From an optimization exercise on the open Yosys and OpenROAD flow, aimed at small area and a short achievable clock period; shortcuts taken in it are not production practice.
Only simulation tests tie the RTL to the original design; equivalence was not proved.
The clock port is modelled as an ideal driver; clocking choices that lean on that would not hold on a real chip.

## flow/design.v (module list and top-level ports; edited modules follow where they fit)
// module rotational_cordic: 3474 lines
module rotational_cordic (
  output logic data_out_rot,
  output logic [15:0] xprime,
  output logic [15:0] yprime,
  input logic [15:0] x,
  input logic [15:0] y,
  input logic [15:0] theta,
  input logic clk, reset, start
);
  // ...
==> flow/flow/run.sh <==
#!/bin/bash
set -euo pipefail
export BUFFER_PORTS_ARGS="-buffer_cell sky130_fd_sc_hd__buf_2"
export SETUP_SLACK_MARGIN=9.4
bash standard.sh finish > standard.log 2>&1
==> flow/standard.sh <==
#!/bin/bash
# synth_recipe.tcl (not shown) runs the flow's synth.tcl, then flattens the netlist and writes it again
# the make line also repeats each setting of config.mk as NAME=value (left out here)
make -C /OpenROAD-flow-scripts/flow DESIGN_CONFIG=/design/flow/config.mk WORK_HOME=/design/flow/orfs CLKGATE_MAP_FILE= SYNTH_SCRIPT=/design/flow/synth_recipe.tcl "${@:-finish}"
==> flow/config.mk <==
export PLATFORM = sky130hd
export DESIGN_NAME = rotational_cordic
export DESIGN_NICKNAME = rotational_cordic
export VERILOG_FILES = /design/flow/design.v
export SDC_FILE = /design/flow/constraint.sdc
export NUM_CORES = 4
export LEC_CHECK = 0
export CAP_MARGIN = 20
export CORE_MARGIN = 2
export CORE_UTILIZATION = 75
export CTS_CLUSTER_DIAMETER = 130
export CTS_CLUSTER_SIZE = 30
export SLEW_MARGIN = 20
==> flow/constraint.sdc <==
create_clock -name core_clock -period 13.0 [get_ports {clk}]
set_input_delay 2.6000 -clock core_clock [delete_from_list [all_inputs] [get_ports {clk}]]
set_output_delay 2.6000 -clock core_clock [all_outputs]
set_load 0.01 [all_outputs]
==> results.yml, run 1 <==
logic_synthesis:
  syn_avg_cell_area_sq_um: 10.2
  synth_cell_types: 69
  ys_seq_area_share_pct: 37.4
  synth_xor_area_share_pct: 15.3
  synth_nets: 5189
  synth_edf_count: 0
  ys_async_sr_fraction_pct: 2.28
  synthAdderAreaFrac_pct: 23.8
final_layout:
  clk_share_pct: 1.68
  regArea_sq_mm: 0.0169
  drive_above_1_share_pct: 4.74
  num-nonclk-inverters: 556
  fillers: 3931
route:
  antenna_left: 0
  finalWirelength_mm: 77.3
  num_vias: 28386
floorplanning:
  dieArea_sq_mm: 0.0619
  die_y_um: 249
worst_hold_path:
  min_path_type: "register to register"
setup_path:
  crit_path_start_kind: "register"
  cpMaxStageDelayCell: "dfrtp_1"
  crit_path_end: "data_out_rot"
status:
  status: "finished clean"
timing:
  finClkSkew_ns: 0.0178
  tightest_slew_ns: 1.07
place:
  pre_cts_slack_ns: 9.01
  placed_area_sq_mm: 0.0462
==> run 2: changes to the inputs <==
--- a/flow/config.mk
+++ b/flow/config.mk
@@ -7,7 +7,7 @@
 export LEC_CHECK = 0
 export CAP_MARGIN = 20
 export CORE_MARGIN = 2
-export CORE_UTILIZATION = 75
-export CTS_CLUSTER_DIAMETER = 130
+export CORE_UTILIZATION = 80
+export CTS_CLUSTER_DIAMETER = 100
 export CTS_CLUSTER_SIZE = 30
 export SLEW_MARGIN = 20
==> run 2 against run 1 <==
- non-clock buffer count up 2
- largest cell class unchanged
- flip-flop and latch count unchanged
- sequential share of layout area about the same
- cell area up 0.27%
- highest routed layer unchanged
==> results.yml, run 2 <==
setup_path:
  endpoint_kind: "output pin"
  worstPathRequired_ns: 10.40
  path_cells: "buf_2"
  path_class: "register to output pin"
  cp.arrival_ns: 1.15
  cpPeakStageDelay_ns: 0.38
  path_buf_inv: 1
  cpMaxStageDelayCell: "dfrtp_1"
  worstPathMaxFanout: 1
  startpoint: "v18"
  crit_path_start_kind: "register"
  r2r-start: "t14[1]"
  cp_top_family: "flip-flops"
clock_network:
  cts_buffers: 31
  cts.clk_slew.worst_paths_ns: 0.11
  clock_path_buffers: 3
  cts_sinks: 835
  htree_num_levels: 1
  worstSkewPairLatency_ns: 0.64
  holdBufCountCts: 0
  cts_root_buf: "clkbuf_16"
  cts_tree: "built"
route:
  finalWirelength_mm: 80.9
  vias_per_cell: 5.51
  drtIter0Drc: 1360
  antenna_left: 0
  num_vias: 28866
  drc: 0
  drt-wirelength-per-cell_um: 15.4
  firstDrtPassIters: 5
grt:
  grt_pass1_wl_mm: 134
  grt_pass1_vias: 29653
  grt_usage_pct: 27.9
  grt_max_degree: 42
  antenna_found_initial: 0
  overflow: 0
final_layout:
  num_antenna_cells: 0
  syn2layout_area_growth_pct: 5.47
  postLayoutCoreUtil_pct: 85.7
  fin_area_sq_mm: 0.0474
  drive_above_1_share_pct: 5.36
  design.final.nets: 5268
  final_cell_mix: "776 x dfxtp_1, 553 x inv_1, 509 x ha_1"
  fillers: 3097
  final_cells: 5243
  final_common_cell: "dfxtp_1"
logic_synthesis:
  synth_nets: 5189
  syn_inst: 4412
  synth_common_cells: "816 x dfxtp_1, 556 x inv_1, 511 x ha_1"
  synth_edf_count: 0
  ys_async_sr_fraction_pct: 2.28
  synth.top_cell.area_share_pct: 36.3
  ys_warn_count: 1
  syn_avg_cell_area_sq_um: 10.2
  synthFlopType: "dfxtp_1"
  yosysMostFrequentCell: "dfxtp_1"
  ys_seq_elements: 835
  synth_top_cell_by_area: "dfxtp_1"
  synthesis.area_sq_mm: 0.0450
  ys_seq_area_share_pct: 37.4
  netlist_top_cells_area: "dfxtp_1 36%, ha_1 14%, fa_1 9.6%"
  synth_cell_types: 69
timing:
  tns_ns: 0
  maxSlewHeadroom_pct: 29.9
  slew_violations: 0
  max_freq_ghz: 0.267
  tightest_slew_ns: 1.05
  holdWs_ns: 0.331
  setup_viol: 0
  finClkSkew_ns: 0.0145
  fin_ws_ns: 9.25
  fin_crit_ns: 3.75
  post-route-period-util_pct: 28.9
  rsz0062_at_grt: "true"
  hold_viol_final: 0
place:
  dp_cells: 5189
  dp_hpwl_mm: 63.0
  port_buffers: 83
  place_congestion: 0.909
  pre_cts_slack_ns: 9.02
  placed_area_sq_mm: 0.0461
worst_hold_path:
  min_from: "t8[4]"
  min_path_type: "register to register"
floorplanning:
  die_y_um: 241
  num_io_pins: 84
  core_area_sq_mm: 0.0553
  dieArea_sq_mm: 0.0581
  placementRows: 86
  start_util_pct: 81.3
  die_width_um: 241
status:
  status: "finished clean"
run:
  drv_cap: 0
run 2: cell types whose count changed in the layout (fill, tap and decap cells not counted), sizes merged:
cell	delta
clkinv	+1
clkbuf	+1
buf	+2
run 2: final cells by class:
cell class	count	area, sq um	area share (%)
clock buffer	35	801	1.69
clock inverter	2	13.8	0.0290
inverter	556	2090	4.42
multi-input combinational	2963	26000	54.9
sequential	835	16900	35.6
tap	748	936	1.97
timing repair buffer	104	659	1.39
run 2: kinds of logic (layout without fill, tap and decap cells):
kind of cell / count (synthesis) / in the layout / share of synthesized area [%]
xor gates and xnor gates: 783 / 783 / 15.3
muxes: 29 / 29 / 0.673
buffers and inverters: 614 / 697 / 5.13
and+or+nand+nor: 738 / 738 / 8.17
AOI/OAI and AO/OA: 687 / 687 / 9.57
adders and majority gates: 726 / 726 / 23.8
DFF: 835 / 835 / 37.4
run 2: layer usage:
layer	vias to the layer above	track usage, %	share of wire [%]
li1	14534	-	-
met1	13804	34.4	43
met2	402	51.9	52
met3	126	2.81	2.9
met4	0	7.41	2.3
met5	-	0	0
run 2: final timing paths:
kind                       cells past startpoint  slack, ns            to
min in group asynchronous                      2       2.05           v13
max in group asynchronous                      2      10.50            v2
max reg2reg                                   14       9.45       x15[16]
min reg2reg                                    0       0.33         t9[4]
max                                            1       9.25  data_out_rot
min                                            0       0.33         t9[4]
run 2: repair_timing:
action	CTS	global route
setup endpoints to repair	52	96
setup buffers	4	13
pin swaps	0	8
resized for setup	13	91
==> run 3: changes to the inputs <==
--- a/flow/config.mk
+++ b/flow/config.mk
@@ -7,7 +7,7 @@
 export LEC_CHECK = 0
 export CAP_MARGIN = 20
 export CORE_MARGIN = 2
-export CORE_UTILIZATION = 80
+export CORE_UTILIZATION = 75
 export CTS_CLUSTER_DIAMETER = 100
 export CTS_CLUSTER_SIZE = 30
 export SLEW_MARGIN = 20
==> run 3 against run 2 <==
- routed wire length shrank 2.9%
- worst hold slack lost 0.0032 ns
- final cell count grew 0.63%
- highest routed layer unchanged
- still clean on timing, DRC and antenna
- die area grew 6.6%
- first-iteration DRC count shrank 2.5%
==> results.yml, run 3 <==
clock_network:
  cts_sinks: 835
  cts_root_buf: "clkbuf_16"
  worstSkewPairLatency_ns: 0.60
  clock_path_buffers: 3
  htree_num_levels: 2
  cts_tree: "built"
  holdBufCountCts: 0
  cts.clk_slew.worst_paths_ns: 0.11
  cts_buffers: 35
logic_synthesis:
  synthFlopType: "dfxtp_1"
  netlist_top_cells_area: "dfxtp_1 36%, ha_1 14%, fa_1 9.6%"
  synth_xor_area_share_pct: 15.3
  synth.top_cell.area_share_pct: 36.3
  synth_top_cell_by_area: "dfxtp_1"
  ys_seq_elements: 835
  synth_nets: 5189
  synthSimpleGateAreaFrac_pct: 8.17
  synthAdderAreaFrac_pct: 23.8
  synth_compound_area_share_pct: 9.57
  yosysMostFrequentCell: "dfxtp_1"
  synth_cell_types: 69
  syn_avg_cell_area_sq_um: 10.2
  synth_edf_count: 0
  synthMuxAreaShare_pct: 0.674
  ys_warn_count: 1
  ys_seq_area_share_pct: 37.4
  ys_async_sr_fraction_pct: 2.28
  syn_inst: 4412
  synth_top_family_by_area: "adder cells"
  synthesis.area_sq_mm: 0.0450
  synth_common_cells: "816 x dfxtp_1, 556 x inv_1, 511 x ha_1"
setup_path:
  cp.arrival_ns: 1.10
  crit_path_start_kind: "register"
  r2r_cells: 14
  cpMaxStageDelayCell: "dfrtp_1"
  worstPathMaxFanout: 1
  cp_top_family: "flip-flops"
  r2r-start: "t14[1]"
  timing.rr.end: "x15[16]"
  worstPathRequired_ns: 10.40
  path_cells: "buf_2"
  startpoint: "v18"
  path_class: "register to output pin"
  cpPeakStageDelay_ns: 0.37
  reg2reg_setup_slack_ns: 9.44
  path_buf_inv: 1
  endpoint_kind: "output pin"
route:
  antenna_left: 0
  num_vias: 28484
  drtIter0Drc: 1326
  top_layer: "met4"
  wl_met1_mm: 35.8
  firstDrtPassIters: 5
  drc: 0
  wl_met3_mm: 1.81
  finalWirelength_mm: 78.6
  drt-wirelength-per-cell_um: 14.9
  vias_per_cell: 5.40
  wl_met2_mm: 39.3
floorplanning:
  num_io_pins: 84
  core_area_sq_mm: 0.0591
  start_util_pct: 76.0
  die_y_um: 249
  dieArea_sq_mm: 0.0619
  placementRows: 89
  die_width_um: 249
timing:
  finClkSkew_ns: 0.0255
  rsz0062_at_grt: "true"
  setup_viol: 0
  slew_violations: 0
  tightest_slew_ns: 1.07
  max_freq_ghz: 0.270
  hold_viol_final: 0
  tns_ns: 0
  fin_crit_ns: 3.70
  maxSlewHeadroom_pct: 28.6
  holdWs_ns: 0.328
  post-route-period-util_pct: 28.4
  fin_ws_ns: 9.30
grt:
  grt_usage_pct: 25.8
  grt_max_degree: 42
  antenna_found_initial: 0
  grt_pass1_wl_mm: 134
  overflow: 0
  grt_pass1_vias: 28829
final_layout:
  fin_area_sq_mm: 0.0476
  final_cell_mix: "788 x dfxtp_1, 555 x inv_1, 510 x ha_1"
  postLayoutCoreUtil_pct: 80.4
  num_antenna_cells: 0
  final_cells: 5276
  drive_above_1_share_pct: 5.00
  syn2layout_area_growth_pct: 5.79
  design.final.nets: 5270
  final_common_cell: "dfxtp_1"
place:
  port_buffers: 83
  pre_cts_slack_ns: 9.01
  dp_hpwl_mm: 61.7
  placed_area_sq_mm: 0.0462
  place_congestion: 0.893
  dp_cells: 5216
status:
  status: "finished clean"
worst_hold_path:
  min_path_type: "register to register"
  holdPathEnd: "t13[1]"
  whs_path_depth: 0
  min_from: "t12[1]"
run:
  drv_cap: 0
-- run 3: cell types whose count changed in the layout (fill, tap and decap cells not counted), moves of 4 or more --
cell,delta
dfxtp_1,+12
dfxtp_2,-7
nor3_1,+4
dfxtp_4,-5
buf_6,-4
nor3_2,-4
buf_2,+4
clkbuf_16,+6
-- run 3: logic make-up after synthesis --
kind of cell | count (synthesis)
compound gates | 687
xor+xnor | 783
fa+ha+maj | 726
buf+inv | 614
flops | 835
mux | 29
simple gates | 738
-- run 3: worst max path at each step --
stage          slack, ns      endpoint  cells past startpoint
6_report            9.30  data_out_rot                      1
5_1_grt             9.23       x11[16]                     17
4_1_cts             9.27  data_out_rot                      1
3_5_place_dp        9.01       y11[16]                     16
3_3_place_gp        9.10       y11[16]                     16
2_1_floorplan       9.45       x15[16]                     15
-- run 3: layer usage --
layer	up-vias	global-route usage [%]
met5	-	0
met4	0	5.99
met3	114	2.77
met2	271	47.0
met1	13546	32.8
li1	14553	-
-- run 3: cell type report --
class	count	area [sq um]
Multi-Input combinational cell	2963	26000
Sequential cell	835	16900
Fill cell	3852	11600
Inverter	556	2090
Tap cell	773	967
Clock buffer	41	951
Timing Repair Buffer	102	612
Clock inverter	6	97.6
-- run 3: timing repair --
action,4_1_cts,5_1_grt
setup endpoints to repair,48,94
resized for setup,14,53
buffers inserted,4,9
pin swaps,0,4
==> run 4: changes to the inputs <==
--- a/flow/config.mk
+++ b/flow/config.mk
@@ -5,9 +5,9 @@
 export SDC_FILE = /design/flow/constraint.sdc
 export NUM_CORES = 4
 export LEC_CHECK = 0
-export CAP_MARGIN = 20
+export CAP_MARGIN = 0
 export CORE_MARGIN = 2
 export CORE_UTILIZATION = 75
 export CTS_CLUSTER_DIAMETER = 100
 export CTS_CLUSTER_SIZE = 30
-export SLEW_MARGIN = 20
+export SLEW_MARGIN = 0
==> run 4 against run 3 <==
- die area did not move
- critical endpoint unchanged
- sequential share of layout area stayed put
- synthesized area is the same
- global-route usage did not move
==> results.yml, run 4 <==
setup_path:
  crit_path_end: "data_out_rot"
  cp.arrival_ns: 1.10
  path_buf_inv: 1
  reg2reg_setup_slack_ns: 9.44
  endpoint_kind: "output pin"
  r2r-start: "t14[1]"
  cp_top_family: "flip-flops"
  path_cells: "buf_2"
  cp.depth: 1
  path_class: "register to output pin"
  cpPeakStageDelay_ns: 0.37
  startpoint: "v18"
  crit_path_start_kind: "register"
  timing.rr.end: "x15[16]"
  worstPathMaxFanout: 1
  cpMaxStageDelayCell: "dfrtp_1"
  worstPathRequired_ns: 10.40
  r2r_cells: 14
floorplanning:
  placementRows: 89
  start_util_pct: 76.0
  die_y_um: 249
  die_width_um: 249
  core_area_sq_mm: 0.0591
  num_io_pins: 84
  dieArea_sq_mm: 0.0619
logic_synthesis:
  synth_cell_types: 69
  synthSimpleGateAreaFrac_pct: 8.17
  syn_avg_cell_area_sq_um: 10.2
  synth_top_family_by_area: "adder cells"
  synthesis.area_sq_mm: 0.0450
  synthFlopType: "dfxtp_1"
  synth.top_cell.area_share_pct: 36.3
  synth_nets: 5189
  synthAdderAreaFrac_pct: 23.8
  synth_compound_area_share_pct: 9.57
  netlist_top_cells_area: "dfxtp_1 36%, ha_1 14%, fa_1 9.6%"
  synth_edf_count: 0
  syn_inst: 4412
  synthMuxAreaShare_pct: 0.674
  ys_seq_area_share_pct: 37.4
  synth_xor_area_share_pct: 15.3
  ys_warn_count: 1
  yosysMostFrequentCell: "dfxtp_1"
  synth_common_cells: "816 x dfxtp_1, 556 x inv_1, 511 x ha_1"
  ys_seq_elements: 835
  synth_top_cell_by_area: "dfxtp_1"
  ys_async_sr_fraction_pct: 2.28
timing:
  rsz0062_at_grt: "true"
  post-route-period-util_pct: 28.4
  max_freq_ghz: 0.270
  slew_violations: 0
  finClkSkew_ns: 0.0255
  tightest_slew_ns: 1.07
  setup_viol: 0
  hold_viol_final: 0
  maxSlewHeadroom_pct: 28.6
  tns_ns: 0
  fin_crit_ns: 3.70
clock_network:
  cts_root_buf: "clkbuf_16"
  cts_sinks: 835
  htree_num_levels: 2
  worstSkewPairLatency_ns: 0.60
  holdBufCountCts: 0
  clock_path_buffers: 3
  cts.clk_slew.worst_paths_ns: 0.11
  cts_tree: "built"
  cts_buffers: 35
route:
  drt-wirelength-per-cell_um: 14.9
  vias_per_cell: 5.40
  finalWirelength_mm: 78.6
  drc: 0
  num_vias: 28484
  drtIter0Drc: 1326
  antenna_left: 0
  firstDrtPassIters: 5
grt:
  grt_max_degree: 42
  grt_pass1_wl_mm: 134
  grt_pass1_vias: 28829
  antenna_found_initial: 0
  grt_usage_pct: 25.8
  overflow: 0
run:
  drv_cap: 0
final_layout:
  multi_input_area_sq_mm: 0.0260
  design.final.nets: 5270
  regArea_sq_mm: 0.0169
  syn2layout_area_growth_pct: 5.79
  drive_above_1_share_pct: 5.00
  fin_area_sq_mm: 0.0476
  final_cell_mix: "788 x dfxtp_1, 555 x inv_1, 510 x ha_1"
  final_common_cell: "dfxtp_1"
  fillers: 3852
  num_antenna_cells: 0
place:
  port_buffers: 83
  place_congestion: 0.893
  placed_area_sq_mm: 0.0462
  dp_hpwl_mm: 61.7
status:
  status: "finished clean"
worst_hold_path:
  min_path_type: "register to register"
-- run 4: cell counts in the layout (fill, tap and decap cells not counted) --
No cell type changed its count.
-- run 4: cell families after synthesis --
family | Yosys count
buffers and inverters | 614
adders and majority gates | 726
DFF | 835
muxes | 29
AOI/OAI and AO/OA | 687
xor gates and xnor gates | 783
and+or+nand+nor | 738
-- run 4: repair_timing --
item / in CTS / in global routing
gates resized for setup: 14 / 53
hold endpoints to repair: 0 / 0
setup buffers: 4 / 9
setup endpoints to repair: 48 / 94
pin swaps: 0 / 4
-- run 4: through the flow --
step	util (%)	instances	hold WS [ns]	setup slack, ns
2_1_floorplan	-	4412	0.310	9.45
3_3_place_gp	78.1	5216	0.310	9.10
3_5_place_dp	78.1	5216	0.312	9.01
4_1_cts	80.0	5267	0.331	9.27
5_1_grt	80.4	5276	0.333	9.23
6_report	80.4	5276	0.328	9.30
-- run 4: worst min path at each step --
stage | cells after the start | slack [ns] | start | to
global placement | 0 | 0.31 | t6[0] | t7[0]
detailed placement | 0 | 0.31 | t2[0] | t3[0]
CTS | 0 | 0.33 | t12[1] | t13[1]
floorplan | 0 | 0.31 | t9[0] | t10[0]
global route | 0 | 0.33 | t12[1] | t13[1]
finish | 0 | 0.33 | t12[1] | t13[1]
-- run 4: per-layer routing --
layer | part of all wire [%] | vias up | GRT usage, %
met5 | 0 | - | 0
met4 | 2.2 | 0 | 5.99
met3 | 2.3 | 114 | 2.77
met2 | 50 | 271 | 47.0
met1 | 46 | 13546 | 32.8
li1 | - | 14553 | -
-- run 4: cell type report --
cell class	count	share of cell area, %
clock buffer	41	2.00
clock inverter	6	0.205
inverter	556	4.40
multi-input combinational	2963	54.6
sequential	835	35.5
tap	773	2.03
timing repair buffer	102	1.29
==> run 5: changes to the inputs <==
==> flow/config.mk (replaced) <==
export PLATFORM = sky130hd
export DESIGN_NAME = rotational_cordic
export DESIGN_NICKNAME = rotational_cordic
export VERILOG_FILES = /design/flow/design.v
export SDC_FILE = /design/flow/constraint.sdc
export NUM_CORES = 4
export LEC_CHECK = 0
export CAP_MARGIN = 20
export CORE_MARGIN = 2
export CORE_UTILIZATION = 75
export CTS_CLUSTER_DIAMETER = 90
export CTS_CLUSTER_SIZE = 32
export SLEW_MARGIN = 20
==> run 5 against run 4 <==
- sequential share of layout area down 0.11 points
- die area unchanged
- flip-flop and latch count unchanged
- cell area up 0.38%
- clock skew down 0.0016 ns
- critical path depth unchanged
- maximum frequency up 0.11%
- highest routed layer unchanged
- synthesized area unchanged
- global-route usage up 0.080 points
- setup slack better by 0.0041 ns
==> results.yml, run 5 <==
place:
  place_congestion: 0.893
  pre_cts_slack_ns: 9.01
  port_buffers: 83
  placed_area_sq_mm: 0.0462
  dp_cells: 5216
  dp_hpwl_mm: 61.7
logic_synthesis:
  synth_top_family_by_area: "adder cells"
  ys_warn_count: 1
  netlist_top_cells_area: "dfxtp_1 36%, ha_1 14%, fa_1 9.6%"
  synth_nets: 5189
  syn_inst: 4412
  synth_xor_area_share_pct: 15.3
  synthFlopType: "dfxtp_1"
  ys_async_sr_fraction_pct: 2.28
  synth_cell_types: 69
  ys_seq_elements: 835
  ys_seq_area_share_pct: 37.4
  syn_avg_cell_area_sq_um: 10.2
  synth.top_cell.area_share_pct: 36.3
  synthMuxAreaShare_pct: 0.674
  synth_common_cells: "816 x dfxtp_1, 556 x inv_1, 511 x ha_1"
  synthesis.area_sq_mm: 0.0450
  synth_top_cell_by_area: "dfxtp_1"
  synth_compound_area_share_pct: 9.57
  synth_edf_count: 0
  synthAdderAreaFrac_pct: 23.8
  synthSimpleGateAreaFrac_pct: 8.17
  yosysMostFrequentCell: "dfxtp_1"
setup_path:
  crit_path_start_kind: "register"
  cp.arrival_ns: 1.09
  startpoint: "v18"
  cpMaxStageDelayCell: "dfrtp_1"
  path_class: "register to output pin"
  worstPathRequired_ns: 10.40
  worstPathMaxFanout: 1
  cp_top_family: "flip-flops"
  path_buf_inv: 1
  reg2reg_setup_slack_ns: 9.44
  r2r-start: "t14[1]"
  endpoint_kind: "output pin"
  r2r_cells: 14
  timing.rr.end: "x15[16]"
  path_cells: "buf_2"
  cpPeakStageDelay_ns: 0.37
route:
  antenna_left: 0
  vias_per_cell: 5.39
  drtIter0Drc: 1380
  finalWirelength_mm: 78.7
  num_vias: 28515
  drt-wirelength-per-cell_um: 14.9
  firstDrtPassIters: 5
  drc: 0
final_layout:
  design.final.nets: 5270
  syn2layout_area_growth_pct: 6.19
  final_cell_mix: "786 x dfxtp_1, 555 x inv_1, 510 x ha_1"
  postLayoutCoreUtil_pct: 80.7
  num_antenna_cells: 0
  drive_above_1_share_pct: 5.36
  final_cells: 5290
  final_common_cell: "dfxtp_1"
  fin_area_sq_mm: 0.0477
timing:
  slew_violations: 0
  post-route-period-util_pct: 28.4
  hold_viol_final: 0
  fin_crit_ns: 3.69
  maxSlewHeadroom_pct: 32.3
  fin_ws_ns: 9.31
  setup_viol: 0
  rsz0062_at_grt: "true"
  holdWs_ns: 0.336
  max_freq_ghz: 0.271
  tns_ns: 0
  tightest_slew_ns: 1.02
  finClkSkew_ns: 0.0239
worst_hold_path:
  min_path_type: "register to register"
  holdPathEnd: "t8[4]"
  min_from: "t7[4]"
  whs_path_depth: 0
floorplanning:
  num_io_pins: 84
  placementRows: 89
  die_width_um: 249
  core_area_sq_mm: 0.0591
  start_util_pct: 76.0
  die_y_um: 249
  dieArea_sq_mm: 0.0619
grt:
  globalRoute.busiestLayer: "met2"
  overflow: 0
  grt.met3_usage_pct: 2.61
  grt_max_degree: 42
  antenna_found_initial: 0
  grt_pass1_wl_mm: 134
  grt_usage_pct: 25.8
  gr-usage-met1_pct: 33.0
  met2_usage_pct: 47.3
  grt_pass1_vias: 28900
clock_network:
  htree_num_levels: 2
  cts_sinks: 835
  cts_root_buf: "clkbuf_16"
  worstSkewPairLatency_ns: 0.59
  cts_buffers: 37
  cts_tree: "built"
  clock_path_buffers: 3
  holdBufCountCts: 0
  cts.clk_slew.worst_paths_ns: 0.11
status:
  status: "finished clean"
run:
  drv_cap: 0
## run 5: timing repair
item,in CTS,in global routing
gates resized for setup,13,60
hold endpoints to repair,0,0
pin swaps,0,3
endpoints found under the setup margin,49,98
buffers inserted,3,8
## run 5: cell type report
| class | instances | area [sq um] |
|---|---|---|
| Clock inverter | 20 | 253 |
| Multi-Input combinational cell | 2963 | 26000 |
| Timing Repair Buffer | 100 | 597 |
| Sequential cell | 835 | 16900 |
| Fill cell | 3826 | 11400 |
| Inverter | 556 | 2090 |
| Tap cell | 773 | 967 |
| Clock buffer | 43 | 978 |
## run 5: cells by family (layout without fill, tap and decap cells)
logic type      after synthesis  in the layout
compound gates              687            687
flops                       835            835
mux                          29             29
fa+ha+maj                   726            726
xor+xnor                    783            783
simple gates                738            738
buf+inv                     614            719
## run 5: how the worst max path moves through the flow
stage / to / slack (ns) / cells past startpoint
floorplan: x15[16] / 9.45 / 15
global placement: y11[16] / 9.10 / 16
detailed placement: y11[16] / 9.01 / 16
CTS: data_out_rot / 9.26 / 1
global route: y10[16] / 9.20 / 19
finish: data_out_rot / 9.31 / 1
## run 5: layer usage
metal / wire [um] / part of all wire (%)
met1: 35800 / 45
met2: 39500 / 50
met3: 1890 / 2.4
met4: 1530 / 1.9
met5: 0 / 0
==> run 6: changes to the inputs <==
--- a/flow/config.mk
+++ b/flow/config.mk
@@ -8,6 +8,6 @@
 export CAP_MARGIN = 20
 export CORE_MARGIN = 2
 export CORE_UTILIZATION = 75
-export CTS_CLUSTER_DIAMETER = 90
-export CTS_CLUSTER_SIZE = 32
+export CTS_CLUSTER_DIAMETER = 120
+export CTS_CLUSTER_SIZE = 28
 export SLEW_MARGIN = 20
==> run 6 against run 5 <==
- still clean on timing, DRC and antenna
- final cell count shrank 0.38%
- utilization shrank 0.47 points
- non-clock buffer count grew 2
==> results.yml, run 6 <==
status:
  status: "finished clean"
setup_path:
  reg2reg_setup_slack_ns: 9.44
  cp_top_family: "flip-flops"
  worstPathRequired_ns: 10.40
  path_buf_inv: 1
  r2r-start: "t14[1]"
  r2r_cells: 14
  cpPeakStageDelay_ns: 0.37
  path_class: "register to output pin"
  cpMaxStageDelayCell: "dfrtp_1"
  crit_path_start_kind: "register"
  timing.rr.end: "x15[16]"
  path_cells: "buf_2"
  endpoint_kind: "output pin"
  cp.arrival_ns: 1.09
  worstPathMaxFanout: 1
logic_synthesis:
  synth_compound_area_share_pct: 9.57
  synth_common_cells: "816 x dfxtp_1, 556 x inv_1, 511 x ha_1"
  synthSimpleGateAreaFrac_pct: 8.17
  synth_top_cell_by_area: "dfxtp_1"
  synthFlopType: "dfxtp_1"
  synth_nets: 5189
  ys_async_sr_fraction_pct: 2.28
  ys_warn_count: 1
  netlist_top_cells_area: "dfxtp_1 36%, ha_1 14%, fa_1 9.6%"
  synth.top_cell.area_share_pct: 36.3
  synth_edf_count: 0
  synthesis.area_sq_mm: 0.0450
  yosysMostFrequentCell: "dfxtp_1"
  synth_top_family_by_area: "adder cells"
  syn_avg_cell_area_sq_um: 10.2
  syn_inst: 4412
  ys_seq_elements: 835
  synth_cell_types: 69
  synth_xor_area_share_pct: 15.3
  synthAdderAreaFrac_pct: 23.8
  synthMuxAreaShare_pct: 0.674
  ys_seq_area_share_pct: 37.4
grt:
  antenna_found_initial: 0
  grt_pass1_wl_mm: 133
  grt_max_degree: 42
  grt_usage_pct: 25.6
  grt_pass1_vias: 28798
  overflow: 0
place:
  port_buffers: 83
  place_congestion: 0.893
  dp_hpwl_mm: 61.7
  dp_cells: 5216
timing:
  tns_ns: 0
  rsz0062_at_grt: "true"
  slew_violations: 0
  setup_viol: 0
  max_freq_ghz: 0.271
  finClkSkew_ns: 0.0194
  post-route-period-util_pct: 28.4
  hold_viol_final: 0
  maxSlewHeadroom_pct: 27.3
  fin_crit_ns: 3.69
  tightest_slew_ns: 1.09
final_layout:
  drive_above_1_share_pct: 4.91
  final_cells: 5270
  final_common_cell: "dfxtp_1"
  num_antenna_cells: 0
  design.final.nets: 5270
  fillers: 3884
  syn2layout_area_growth_pct: 5.58
  final_cell_mix: "787 x dfxtp_1, 555 x inv_1, 510 x ha_1"
route:
  drtIter0Drc: 1241
  drc: 0
  num_vias: 28394
  drt-wirelength-per-cell_um: 14.8
  antenna_left: 0
  firstDrtPassIters: 5
  finalWirelength_mm: 77.8
  vias_per_cell: 5.39
clock_network:
  clock_path_buffers: 3
  worstSkewPairLatency_ns: 0.59
  cts_buffers: 35
  cts.clk_slew.worst_paths_ns: 0.10
  cts_sinks: 835
  cts_root_buf: "clkbuf_16"
  cts_tree: "built"
  htree_num_levels: 2
  holdBufCountCts: 0
floorplanning:
  core_area_sq_mm: 0.0591
  num_io_pins: 84
  die_y_um: 249
  dieArea_sq_mm: 0.0619
  die_width_um: 249
  placementRows: 89
  start_util_pct: 76.0
worst_hold_path:
  whs_path_depth: 0
  min_from: "t12[1]"
  min_path_type: "register to register"
  holdPathEnd: "t13[1]"
run:
  drv_cap: 0
-- run 6: cell count changes in the layout (fill, tap and decap cells not counted), sizes merged --
cell	before	now
clkinvlp	5	2
inv	566	555
bufinv	1	0
buf	100	102
clkbuf	43	40
clkinv	4	0
-- run 6: logic make-up after synthesis --
group | after synthesis
buffers and inverters | 614
adder cells (fa/ha/maj) | 726
AO/OA/AOI/OAI | 687
multiplexers | 29
XOR/XNOR | 783
AND/OR/NAND/NOR | 738
flip-flops | 835
-- run 6: metal layers --
metal | vias up | GRT usage (%) | wire length [um]
li1 | 14533 | - | -
met1 | 13493 | 32.8 | 35500
met2 | 278 | 46.7 | 38900
met3 | 90 | 2.92 | 2030
met4 | 0 | 5.37 | 1350
met5 | - | 0 | 0
-- run 6: layout make-up --
cell class | count | area (sq um) | area share, %
clock buffer | 40 | 937 | 1.97
multi-input combinational | 2963 | 26000 | 54.7
sequential | 835 | 16900 | 35.5
tap | 773 | 967 | 2.04
timing repair buffer | 102 | 612 | 1.29
inverter | 556 | 2090 | 4.40
clock inverter | 1 | 7.51 | 0.0158
-- run 6: through the flow --
step / area (sq um) / util [%] / hold slack (ns) / worst slack [ns]
6_report: 47500 / 80.3 / 0.323 / 9.31
5_1_grt: 47500 / 80.3 / 0.333 / 9.23
4_1_cts: 47200 / 79.8 / 0.331 / 9.27
3_5_place_dp: 46200 / 78.1 / 0.312 / 9.01
3_3_place_gp: 46200 / 78.1 / 0.310 / 9.10
2_1_floorplan: 45000 / - / 0.310 / 9.45
-- run 6: repair_timing --
action                                  CTS  global route
endpoints found under the setup margin   49            87
resized for setup                        15            55
pin swaps                                 0             3
buffers inserted                          5             8
hold endpoints to repair                  0             0
-- run 6: worst max path at each step --
stage / from / to / depth (start not counted)
finish: v18 / data_out_rot / 1
floorplan: t14[1] / x15[16] / 15
global placement: t10[5] / y11[16] / 16
global route: t9[6] / y10[16] / 19
CTS: v18 / data_out_rot / 1
detailed placement: t10[5] / y11[16] / 16
==> run 7: changes to the inputs <==
==> flow/flow/run.sh (replaced) <==
#!/bin/bash
set -euo pipefail
export BUFFER_PORTS_ARGS="-buffer_cell sky130_fd_sc_hd__buf_2"
bash standard.sh finish > standard.log 2>&1
==> run 7 against run 6 <==
- register-to-register slack got worse by 0.39 ns
- sequential share of layout area up 0.16 points
- first-iteration DRC count shrank 4.3%
- critical endpoint is now y11[16]
- largest cell class unchanged
- synthesized cell count stayed put
- global-route usage is essentially flat
- via count is 0.58% lower
==> results.yml, run 7 <==
timing:
  max_freq_ghz: 0.253
  slew_violations: 0
  maxSlewHeadroom_pct: 29.7
  fin_crit_ns: 3.95
  rsz0062_at_grt: "false"
  setup_viol: 0
  tns_ns: 0
  post-route-period-util_pct: 30.4
  finClkSkew_ns: 0.0156
  tightest_slew_ns: 1.05
  hold_viol_final: 0
  holdWs_ns: 0.331
logic_synthesis:
  synthesis.area_sq_mm: 0.0450
  synth_cell_types: 69
  synthMuxAreaShare_pct: 0.674
  ys_seq_elements: 835
  yosysMostFrequentCell: "dfxtp_1"
  synth_top_family_by_area: "adder cells"
  syn_avg_cell_area_sq_um: 10.2
  synth_edf_count: 0
  synth.top_cell.area_share_pct: 36.3
  synth_top_cell_by_area: "dfxtp_1"
  synth_common_cells: "816 x dfxtp_1, 556 x inv_1, 511 x ha_1"
  ys_async_sr_fraction_pct: 2.28
  netlist_top_cells_area: "dfxtp_1 36%, ha_1 14%, fa_1 9.6%"
  ys_warn_count: 1
  synthSimpleGateAreaFrac_pct: 8.17
  ys_seq_area_share_pct: 37.4
  synthFlopType: "dfxtp_1"
  syn_inst: 4412
  synthAdderAreaFrac_pct: 23.8
  synth_xor_area_share_pct: 15.3
  synth_compound_area_share_pct: 9.57
  synth_nets: 5189
grt:
  met2_usage_pct: 46.5
  grt_max_degree: 42
  overflow: 0
  gr-usage-met1_pct: 32.7
  grt_usage_pct: 25.6
  grt_pass1_wl_mm: 133
  grt_pass1_vias: 29032
  globalRoute.busiestLayer: "met2"
  antenna_found_initial: 0
  grt.met3_usage_pct: 3.00
worst_hold_path:
  min_path_type: "register to register"
  min_from: "t8[5]"
  holdPathEnd: "t9[5]"
  whs_path_depth: 0
status:
  status: "finished clean"
clock_network:
  worstSkewPairLatency_ns: 0.59
  post_cts_resized: 0
  cts.clk_slew.worst_paths_ns: 0.10
  holdBufCountCts: 0
  post_cts_buffers: 0
  cts_root_buf: "clkbuf_16"
  cts_buffers: 35
  cts_tree: "built"
  cts_sinks: 835
  htree_num_levels: 2
  clock_path_buffers: 3
setup_path:
  endpoint_kind: "register"
  cpMaxStageDelayCell: "dfxtp_1"
  path_class: "register to register"
  timing.rr.end: "y11[16]"
  worstPathMaxFanout: 14
  cp.arrival_ns: 4.44
  reg2reg_setup_slack_ns: 9.05
  cpPeakStageDelay_ns: 0.80
  r2r-start: "t10[5]"
  path_cells: "xnor2_1 -> ha_1 -> a21o_1 -> a21oi_1 -> o21bai_1 -> a21o_1 -> a31o_2 -> inv_1 -> ha_1 -> or3b_1 -> or3_1 -> nor3_1 -> nand2b_1 -> nor3_1 -> a21oi_1 -> xnor2_1"
  r2r_cells: 16
  crit_path_start_kind: "register"
  worstPathRequired_ns: 13.48
floorplanning:
  core_area_sq_mm: 0.0591
  placementRows: 89
  start_util_pct: 76.0
  die_width_um: 249
  num_io_pins: 84
  dieArea_sq_mm: 0.0619
  die_y_um: 249
route:
  finalWirelength_mm: 76.7
  firstDrtPassIters: 5
  antenna_left: 0
  drtIter0Drc: 1188
  num_vias: 28228
  vias_per_cell: 5.37
  drt-wirelength-per-cell_um: 14.6
  drc: 0
final_layout:
  final_common_cell: "dfxtp_1"
  num_antenna_cells: 0
  design.final.nets: 5257
  drive_above_1_share_pct: 3.59
  syn2layout_area_growth_pct: 4.81
  final_cell_mix: "811 x dfxtp_1, 556 x inv_1, 511 x ha_1"
place:
  place_congestion: 0.902
  dp_hpwl_mm: 61.2
  port_buffers: 83
run:
  drv_cap: 0
## run 7: through the flow
stage | util [%] | cells | area, sq um | setup WS [ns]
finish | 79.7 | 5257 | 47100 | 9.05
global route | 79.7 | 5257 | 47100 | 8.68
global placement | 78.1 | 5216 | 46200 | 9.10
CTS | 79.7 | 5257 | 47100 | 9.04
detailed placement | 78.1 | 5216 | 46200 | 9.07
floorplan | - | 4412 | 45000 | 9.27
## run 7: logic make-up (layout without fill, tap and decap cells)
kind of cell,after synthesis,in the layout
mux,29,29
fa+ha+maj,726,726
simple gates,738,738
compound gates,687,687
xor+xnor,783,783
buf+inv,614,686
flops,835,835
## run 7: critical path: cells and delay by family, from the launching register on
| family | cells | cell delay, ns |
|---|---|---|
| buffers and inverters | 1 | 0.06 |
| XOR/XNOR | 2 | 0.31 |
| adder cells (fa/ha/maj) | 2 | 0.44 |
| AND/OR/NAND/NOR | 5 | 1.22 |
| AO/OA/AOI/OAI | 6 | 1.00 |
| flip-flops | 1 | 0.80 |
## run 7: worst max-delay path by stage
stage                      start       to  slack [ns]  cells after the start
final                     t10[5]  y11[16]        9.05                     16
after global routing      t10[5]  y11[16]        8.68                     16
after CTS                 t10[5]  y11[16]        9.04                     16
after detailed placement  t10[5]  y11[16]        9.07                     16
after global placement    t10[5]  y11[16]        9.10                     16
after floorplan           t10[5]  x11[16]        9.27                     19
## run 7: area by class of cell
class	count	area [sq um]
Multi-Input combinational cell	2963	25800
Sequential cell	835	16800
Fill cell	3967	12000
Inverter	556	2090
Tap cell	773	967
Clock buffer	40	937
Timing Repair Buffer	89	460
Clock inverter	1	7.51
## run 7: metal layers
layer  vias to the layer above  wire [um]
met1                     13343      34800
met2                       255      38200
li1                      14533          -
met4                         0       1640
met3                        97       2060
met5                         -          0
==> run 8: changes to the inputs <==
==> flow/flow/run.sh (replaced) <==
#!/bin/bash
set -euo pipefail
export BUFFER_PORTS_ARGS="-buffer_cell sky130_fd_sc_hd__buf_2"
export SETUP_SLACK_MARGIN=9.3
export POST_CTS_TCL="$PWD/flow/recover.tcl"
bash standard.sh finish > standard.log 2>&1
==> flow/flow/recover.tcl (new file) <==
# Downsize cells that have timing slack beyond the setup margin (area/power recovery).
log_cmd estimate_parasitics -placement
log_cmd repair_timing -recover_power 100 -setup_margin $::env(SETUP_SLACK_MARGIN)
set result [catch { detailed_placement } msg]
if { $result != 0 } { error "Detailed placement failed after power recovery: $msg" }
check_placement -verbose
--- a/flow/config.mk
+++ b/flow/config.mk
@@ -8,6 +8,6 @@
 export CAP_MARGIN = 20
 export CORE_MARGIN = 2
 export CORE_UTILIZATION = 75
-export CTS_CLUSTER_DIAMETER = 120
-export CTS_CLUSTER_SIZE = 28
+export CTS_CLUSTER_DIAMETER = 100
+export CTS_CLUSTER_SIZE = 30
 export SLEW_MARGIN = 20
==> run 8 against run 7 <==
- sequential share of layout area is 0.28 points lower
- highest routed layer unchanged
- routed wire length is 1.9% higher
- cell area is 1.0% higher
- synthesized cell count stayed put
- still clean on timing, DRC and antenna
- setup slack better by 0.25 ns
==> results.yml, run 8 <==
status:
  status: "finished clean"
grt:
  overflow: 0
  grt_pass1_wl_mm: 134
  grt_usage_pct: 25.7
  antenna_found_initial: 0
  grt_pass1_vias: 29251
  grt_max_degree: 42
route:
  drtIter0Drc: 1088
  num_vias: 28457
  drt-wirelength-per-cell_um: 14.8
  finalWirelength_mm: 78.2
  drc: 0
  firstDrtPassIters: 5
  vias_per_cell: 5.38
  antenna_left: 0
setup_path:
  cp_top_family: "flip-flops"
  cp.arrival_ns: 1.10
  endpoint_kind: "output pin"
  path_buf_inv: 1
  cpPeakStageDelay_ns: 0.38
  worstPathMaxFanout: 1
  worstPathRequired_ns: 10.40
  cpMaxStageDelayCell: "dfrtp_1"
  path_class: "register to output pin"
  crit_path_start_kind: "register"
  path_cells: "clkbuf_2"
floorplanning:
  dieArea_sq_mm: 0.0619
  die_y_um: 249
  die_width_um: 249
  core_area_sq_mm: 0.0591
  start_util_pct: 76.0
  placementRows: 89
  num_io_pins: 84
timing:
  hold_viol_final: 0
  fin_crit_ns: 3.70
  rsz0062_at_grt: "true"
  tns_ns: 0
  maxSlewHeadroom_pct: 46.2
  finClkSkew_ns: 0.0169
  tightest_slew_ns: 0.801
  max_freq_ghz: 0.270
  setup_viol: 0
  post-route-period-util_pct: 28.4
  slew_violations: 0
final_layout:
  fin_area_sq_mm: 0.0476
  design.final.nets: 5277
  fillers: 3828
  final_cell_mix: "789 x dfxtp_1, 555 x inv_1, 510 x ha_1"
  final_common_cell: "dfxtp_1"
  syn2layout_area_growth_pct: 5.88
  num_antenna_cells: 0
  multi_input_area_sq_mm: 0.0259
  drive_above_1_share_pct: 4.96
  regArea_sq_mm: 0.0169
run:
  drv_cap: 0
place:
  place_congestion: 0.897
  dp_hpwl_mm: 61.7
  placed_area_sq_mm: 0.0462
  port_buffers: 83
logic_synthesis:
  syn_avg_cell_area_sq_um: 10.2
  netlist_top_cells_area: "dfxtp_1 36%, ha_1 14%, fa_1 9.6%"
  ys_seq_elements: 835
  synth.top_cell.area_share_pct: 36.3
  ys_warn_count: 1
  synthesis.area_sq_mm: 0.0450
  synth_top_cell_by_area: "dfxtp_1"
  syn_inst: 4412
  synth_nets: 5189
  yosysMostFrequentCell: "dfxtp_1"
  synth_common_cells: "816 x dfxtp_1, 556 x inv_1, 511 x ha_1"
  synth_cell_types: 69
  ys_seq_area_share_pct: 37.4
  synthFlopType: "dfxtp_1"
  ys_async_sr_fraction_pct: 2.28
  synth_edf_count: 0
clock_network:
  worstSkewPairLatency_ns: 0.60
  cts_sinks: 835
  cts_tree: "built"
  cts.clk_slew.worst_paths_ns: 0.11
worst_hold_path:
  min_path_type: "register to register"
==> run 8: logic make-up (layout without fill, tap and decap cells) <==
group                    Yosys count  after routing  synth area share, %
AO/OA/AOI/OAI                    687            687                 9.57
flip-flops                       835            835                 37.4
XOR/XNOR                         783            783                 15.3
AND/OR/NAND/NOR                  738            738                 8.17
buffers and inverters            614            717                 5.13
multiplexers                      29             29                0.673
adder cells (fa/ha/maj)          726            726                 23.8
==> run 8: per-layer routing <==
| metal | vias to the layer above | share of wire [%] | GRT usage [%] |
|---|---|---|---|
| met5 | - | 0 | 0 |
| met2 | 238 | 50 | 47.1 |
| met1 | 13572 | 46 | 32.6 |
| met3 | 96 | 2.2 | 2.77 |
| met4 | 0 | 2.2 | 5.92 |
| li1 | 14551 | - | - |
==> run 8: metrics by stage <==
step                worst slack [ns]  util (%)  instances  hold WS [ns]
detailed placement              8.93      78.1       5215         0.312
global placement                9.11      78.1       5215         0.310
finish                          9.30      80.5       5288         0.330
global route                    9.16      80.5       5288         0.329
floorplan                       9.37         -       4412         0.310
==> run 8: final timing paths <==
path                         start            to  slack, ns  cells past startpoint
min in group asynchronous    reset           v16       2.09                      2
min reg2reg                  t7[3]         t8[3]       0.33                      0
max                            v18  data_out_rot       9.30                      1
max reg2reg                x14[15]       y15[16]       9.37                     14
min                          t7[3]         t8[3]       0.33                      0
max in group asynchronous    reset            v4      10.47                      2
==> run 8: final cells by class <==
type	instances	area share, %
inverter	556	4.39
tap	773	2.03
sequential	835	35.4
timing repair buffer	109	1.45
clock inverter	9	0.218
clock buffer	43	2.01
multi-input combinational	2963	54.5
==> run 8: worst reg2reg max path: stages, from the launching register on <==
cell and delay, ns:
dfxtp_1 0.45, xnor2_2 0.16, ha_1 0.27, a21o_1 0.16, a21o_1 0.19, inv_1 0.06
ha_1 0.17, nand2b_2 0.09, or4_1 0.45, or3_1 0.37, or4_1 0.52, nor3_2 0.21
nand2b_1 0.10, mux2i_1 0.18, xor2_1 0.18

==> re-timing with driven ports <==
Ports are ideal in the flow. The routed layouts listed here were re-timed in OpenROAD.
Step 1: set_driving_cell puts a clkbuf_16 on clk and a buf_2 on each other input, an assumption about the parent block.
Step 2 adds t to the input delays and takes it off the output delays; t is the mean of the earliest and latest rising clock arrival at the registers after step 1. Input paths then give back, and output paths get back, about the clock's delay inside the block.
Three values: ideal ports, drivers, drivers and shift; two values: the first two.
| run | shift t [ns] | setup slack, ns | worst hold slack (ns) | clock arrival spread, ns | worst slew at a driven data input, ns |
|---|---|---|---|---|---|
| run 1 | 0.691 | 9.262 / 9.200 / 9.451 | 0.324 / 0.324 / 0.324 | 0.019 / 0.018 | 0.05 |
| run 2 | 0.700 | 9.249 / 9.185 / 9.449 | 0.331 / 0.331 / 0.331 | 0.019 / 0.020 | 0.07 |
| run 3 | 0.649 | 9.303 / 9.242 / 9.440 | 0.328 / 0.328 / 0.328 | 0.029 / 0.030 | 0.05 |
| run 4 | 0.649 | 9.303 / 9.242 / 9.440 | 0.328 / 0.328 / 0.328 | 0.029 / 0.030 | 0.05 |
| run 5 | 0.643 | 9.307 / 9.245 / 9.439 | 0.336 / 0.336 / 0.336 | 0.025 / 0.024 | 0.05 |
| run 6 | 0.647 | 9.310 / 9.244 / 9.444 | 0.323 / 0.323 / 0.323 | 0.024 / 0.023 | 0.05 |
| run 7 | 0.649 | 9.047 / 9.047 / 9.047 | 0.331 / 0.331 / 0.331 | 0.019 / 0.019 | 0.04 |
| run 8 | 0.657 | 9.302 / 9.240 / 9.366 | 0.330 / 0.330 / 0.330 | 0.020 / 0.021 | 0.04 |
After both steps every run listed still meets setup and hold.
